What follows belongs to an exercise in optimizing a design on an open flow for small area and a short achievable clock period; a production flow would make more cautious choices. No run shown here included a check of the RTL's function; only the layout flow was run. Power and IR drop assume default switching activity.

==> flow/design.v (outline; a module is shown in full before it is edited, if it fits) <==
// module alu: 898 lines
module alu(FPUCLK, RST, A, B, CTRL, OUT);
  // ...
==> flow/flow/run.sh <==
#!/bin/bash
set -euo pipefail
cd "$(dirname "$0")/.."
export BUFFER_PORTS_ARGS="-buffer_cell sky130_fd_sc_hd__buf_2"
bash standard.sh > standard_flow.log 2>&1
==> flow/standard.sh <==
#!/bin/bash
# synth_recipe.tcl (not shown) runs the flow's synth.tcl, then flattens the netlist and writes it again
# the make line also repeats each setting of config.mk as NAME=value (left out here)
make -C /OpenROAD-flow-scripts/flow DESIGN_CONFIG=/design/flow/config.mk WORK_HOME=/design/flow/orfs CLKGATE_MAP_FILE= SYNTH_SCRIPT=/design/flow/synth_recipe.tcl "${@:-finish}"
==> flow/config.mk <==
export PLATFORM = sky130hd
export DESIGN_NAME = alu
export DESIGN_NICKNAME = alu
export VERILOG_FILES = /design/flow/design.v
export SDC_FILE = /design/flow/constraint.sdc
export NUM_CORES = 4
export LEC_CHECK = 0
export CAP_MARGIN = 20
export CELL_PAD_IN_SITES_DETAIL_PLACEMENT = 1
export CORE_MARGIN = 2
export CORE_UTILIZATION = 35
export SETUP_SLACK_MARGIN = 4
export SLEW_MARGIN = 20
export TNS_END_PERCENT = 5
==> flow/constraint.sdc <==
create_clock -name core_clock -period 7.0 [get_ports {FPUCLK}]
set_input_delay 1.4000 -clock core_clock [delete_from_list [all_inputs] [get_ports {FPUCLK}]]
set_output_delay 1.4000 -clock core_clock [all_outputs]
set_load 0.01 [all_outputs]
==> results by group, run 1 <==
Global route
  • M3 GR Usage: ~2.7%
  • Top Usage Layer GRT: met2
  • Met1 Track Usage GR: about 27%

Final layout
  • Fraction of area in multi-input gates: between 60 and 70%
  • Fillers: 7,137
  • Area Growth Syn to Fin: 16.6%
  • Multi-input gate area in the final layout: 16,000 sq um
  • Share of cells above drive strength 1: 17.2%

CTS
  • Hold_buf cts: 0

STA
  • Worst-margin pin slew: 1.06 ns
  • Layout Skew: 0.0252 ns
  • Setup violators final: 0

Run status
  • Outcome: timing/DRC/antenna clean

Placement
  • Placed Cells incl. Taps: 3,357
  • Placed cell areas: approximately 22,000 sq um

Synth
  • Synth Register Bits: ~230
  • Primary FF master, synth: dfxtp_1

Hold path
  • Worst hold path depth: 0
  • HP Start: r2_inf

Power
  • Sw Ratio: 45.4%
  • Pwr dens: 421 nW/um^2
  • Largest Pwr Group: combinational cells

Critical path
  • Total stage count of the critical path: 14
  • RR Endpoint: r3_m[24]
  • CP required: 7.43 ns
  • Crit path max fanout: 7

Routing
  • Vias per inst: ~5.6
  • DR WL/cell: between 20 and 25 um
  • Met3 Routed Length: 5.13 mm
==> run 2, diff against run 1 <==
--- a/flow/config.mk
+++ b/flow/config.mk
@@ -5,6 +5,7 @@
 export SDC_FILE = /design/flow/constraint.sdc
 export NUM_CORES = 4
 export LEC_CHECK = 0
+export ABC_AREA = 1
 export CAP_MARGIN = 20
 export CELL_PAD_IN_SITES_DETAIL_PLACEMENT = 1
 export CORE_MARGIN = 2
==> run 2 against run 1 <==
Net effect: still clean on timing, DRC and antenna; utilization rose by 1.5 points; global-route usage rose by 4.6 points; setup slack improved by 0.10 ns; synthesized cell count rose by 36%; count of clock-buffer cells in the layout rose by 9; die area rose by 1.2%; combinational power fell by 9.0%; sequential share of layout area fell by 1.2 points; critical path type is now flop to flop; highest routed layer unchanged.
==> results by group, run 2 <==
Run status
  • Outcome: timing/DRC/antenna clean

STA
  • Endpoints failing hold: 0
  • Worst-margin pin slew: 0.973 ns (-0.0821 ns)
  • Fmax: 0.289 GHz
  • Setup violators final: 0 (unchanged)
  • Period utilization: roughly half
  • Worst slew margin: 35.0%
  • Layout Skew: 0.0293 ns (+0.00406 ns)
  • Post-layout min period: about 3.5 ns
  • Final Max Slew Viols: 0
  • RSZ-0062 raised after global routing: true
  • Total Neg Setup Slack: 0 ns

Critical path
  • Crit-path slowest cell: a21boi_0
  • Crit path max fanout: 14 (+7)
  • WP buf/inv: 5
  • Worst r2r src: mb[14]
  • Worst setup startpoint: mb[14]
  • Arrival @ worst endpoint: a little under 4 ns
  • CP Launch Type: flop
  • Critical path's top delay family: simple AND/OR/NAND/NOR gates
  • CP max stage delay: 0.33 ns
  • Critical path type: flop to flop
  • CP cell instances: buf_4 > inv_2 > o21ai_2 > a21boi_0 > ha_1 > inv_1 > nor2_1 > nor2_1 > xor2_1 > nand3b_1 > nand3b_1 > buf_4 > nand2_2 > inv_1 > nand2_1 > nand2_1 > nand2_1 > nand2_1
  • Cell mode on critical path: nand2_1
  • Crit end category: flop
  • CP required: 7.49 ns (+0.06 ns)

Synth
  • Synthesized cell area: 21,600 sq um
  • Synth top area cells: nand2_1 19%, dfxtp_1 18%, inv_1 7.4%
  • Most common cell in the netlist: nand2_1
  • Yosys top cell area share: between 10% and 20%
  • Synth unique cells: 63
  • Synth Register Bits: 232 (unchanged)
  • Async SR Flop Fraction: 15.9%
  • Synth warn: 1
  • Synth Net Count: 3,705
  • Number of synthesized flops with an enable pin: 0
  • Synth area leader: nand2_1
  • Post-Syn Area per Cell: 6.11 sq um
  • Sequential fraction of the synthesis area: ~22%
  • Synth cell count leaders: 1,074 x nand2_1, 427 x inv_1, 307 x nand3_1, 227 x nor2_1, 195 x dfxtp_1
  • Primary FF master, synth: dfxtp_1
  • Post-Syn Instances: 3,539

Floorplanning
  • Die area: between 60,000 and 70,000 sq um
  • Initial cell density of the core: 35.3%
  • Placeable Area: roughly 60,000 sq um
  • Die width: 253 um
  • Die Y: 253 um
  • Rows: 91
  • IO Count: 101

Routing
  • Final wirelength: 93.3 mm
  • DR WL/cell: 20.7 um (-5.5%)
  • Drt initial violations: approximately 2,300
  • Vias per inst: 5.74 (+1.9%)
  • Residual DRC: 0
  • Total number of vias: 25,900
  • Router iterations before antenna repair: 6
  • Post-route ant nets: 0

Global route
  • Largest net degree at the start of global routing: 72
  • Grt total ovfl: 0
  • GRT Overall Usage: 26.5%
  • Initial antenna violation count: 0
  • Vias in the first global route: between 20,000 and 25,000
  • First-pass GRT wire length: 134 mm

Placement
  • Final RePlAce weighted congestion: 0.949
  • Dpl hpwl: 62.3 mm
  • Port Buffers: about 100

CTS
  • CTS sink cnt: 232
  • Total CTS buffers: 27
  • Root buffer cell: clkbuf_16
  • H-tree depth: 1
  • Clk Latency, worst-skew pair: around 0.61 ns
  • Max clock buf depth: 3
  • CTS tree: yes
  • Reg clk slew, reported paths: 0.06 ns
  • Hold_buf cts: 0 (unchanged)

Final layout
  • Final #Nets: between 3,000 and 4,000
  • Most common cell after layout, fill and taps aside: nand2_1
  • Area Growth Syn to Fin: 21.5%
  • Largest registers: r2_m x71, r3_m x25
  • Fillers: 8,058 (+13%)
  • Commonest non-fill, non-tap cells in the layout: 1,040 x nand2_1, 401 x inv_1, 274 x nand3_1
  • Max reg flops: 71
  • Largest register by flop count: r2_m
  • Share of cells above drive strength 1: 15.9% (-1.3 points)

Flow run
  • Max Cap Viol: 0

Hold path
  • Hold WC Path Type: flop to flop
  • HP Start: r2_e[5]

Power
  • Lkg Pwr: roughly 0.014 uW
  • Pwr dens: 376 nW/um^2 (-11%)
  • Tot Pwr: 9870 uW
  • Peak VDD IR: about 210 uV
==> run 2: cell types whose count changed after synthesis, moves of 29 or more <==
cell,previous run,this run
nand2_1,362,1074
xnor2_1,407,71
inv_1,118,427
nand3_1,31,307
maj3_1,162,27
o21ai_0,93,191
nor2_1,165,227
nand4_1,18,79
mux2i_1,66,13
o22ai_1,3,47
nor2b_1,39,1
or2_1,0,35
mux2_2,32,3
==> run 2: path summary, 6_finish.rpt <==
kind                            end  slack (ns)  cells past startpoint
max in group asynchronous  r4_lo[1]        5.58                      1
min reg2reg                 r3_e[5]        0.33                      0
min in group asynchronous  r4_f[19]        0.91                      1
min                         r3_e[5]        0.33                      0
max                         r2_m[9]        3.54                     18
max reg2reg                 r2_m[9]        3.54                     18
==> run 2: metal layers <==
metal  vias to the layer above  wire (um)  track usage (%)
met3                       429       7810             4.85
met5                         -          0                0
met2                      1179      42900             45.0
met1                     12400      36100             31.9
met4                         0       6540             13.7
li1                      11900          -                -
==> run 2: worst register-to-register path, cell delays in order, from the launching register on <==
cell and delay (ns):
dfxtp_1 0.31, buf_4 0.27, inv_2 0.21, o21ai_2 0.27, a21boi_0 0.34, ha_1 0.31
inv_1 0.10, nor2_1 0.06, nor2_1 0.20, xor2_1 0.24, nand3b_1 0.21, nand3b_1 0.17
buf_4 0.18, nand2_2 0.08, inv_1 0.06, nand2_1 0.08, nand2_1 0.10, nand2_1 0.09
nand2_1 0.07
==> run 2: what timing repair did <==
item / in CTS / in global routing
gates resized for setup: 157 / 216
setup endpoints to repair: 120 / 122
pin swaps: 23 / 83
cloned: 5 / 6
endpoints found under the hold margin: 0 / 0
buffers inserted: 40 / 78
==> run 2: cells by family (layout without fill, tap and decap cells) <==
family | count (synthesis) | count (layout) | synth area share, %
other cells | 0 | 1 | 0
compound gates | 567 | 567 | 15.1
simple gates | 1822 | 1824 | 36.0
fa+ha+maj | 124 | 124 | 7.03
xor+xnor | 203 | 203 | 8.25
mux | 16 | 16 | 0.757
flops | 232 | 232 | 22.3
buf+inv | 575 | 748 | 10.5
==> run 2: stage by stage <==
| step | worst slack (ns) | std cells | area (sq um) | utilization [%] | hold WS (ns) |
|---|---|---|---|---|---|
| 2_1_floorplan | 3.58 | 3539 | 21700 | - | 0.310 |
| 5_1_grt | 3.41 | 4504 | 26300 | 42.8 | 0.337 |
| 6_report | 3.54 | 4505 | 26300 | 42.8 | 0.327 |
| 4_1_cts | 3.78 | 4420 | 24800 | 40.4 | 0.329 |
| 3_3_place_gp | 2.72 | 4327 | 22800 | 37.1 | 0.311 |
| 3_5_place_dp | 2.69 | 4327 | 22800 | 37.1 | 0.314 |
==> run 2: power breakdown <==
group	internal (uW)	switching [uW]	total [uW]
clock	878	623	1500
combinational	2320	3950	6280
sequential	1730	361	2090
total	4940	4940	9870
==> run 2: layout make-up <==
type                       count  area (sq um)  area share [%]
multi-input combinational   2734         15600            59.5
sequential                   232          4910            18.7
timing repair buffer         254          2050            7.78
inverter                     443          1770            6.73
tap                          790           988            3.76
clock buffer                  37           764            2.91
clock inverter                11           158           0.600
timing repair inverter         3          15.0          0.0571
antenna                        1          2.50         0.00952

static timing again, ports no longer ideal:
The results above use ideal ports. As a check the final layouts listed here were re-extracted and re-timed, cells and wires unchanged. Step 1: set_driving_cell puts a clkbuf_16 on FPUCLK and a buf_2 on each other input, an assumption about the parent block. Step 2 also shifts input and output timing later by t, the mid clock arrival at the registers, as if the neighbouring blocks saw the same clock. Three values: no drivers, after step 1, after step 2; two values: the first two.
run	t, ns	setup slack, ns	worst setup path at the end	slew at the worst register clock pin (ns)	worst data-port slew with drivers (ns)
run 1	0.615	3.440 / 3.478 / 2.863	input to register	0.08 / 0.08	0.05
run 2	0.659	3.541 / 3.541 / 3.093	input to register	0.07 / 0.07	0.06
After both steps every run listed still meets setup and hold. The setup slack of run 1, which loses most, moves by +0.038 ns with the drivers and by -0.577 ns with both steps.
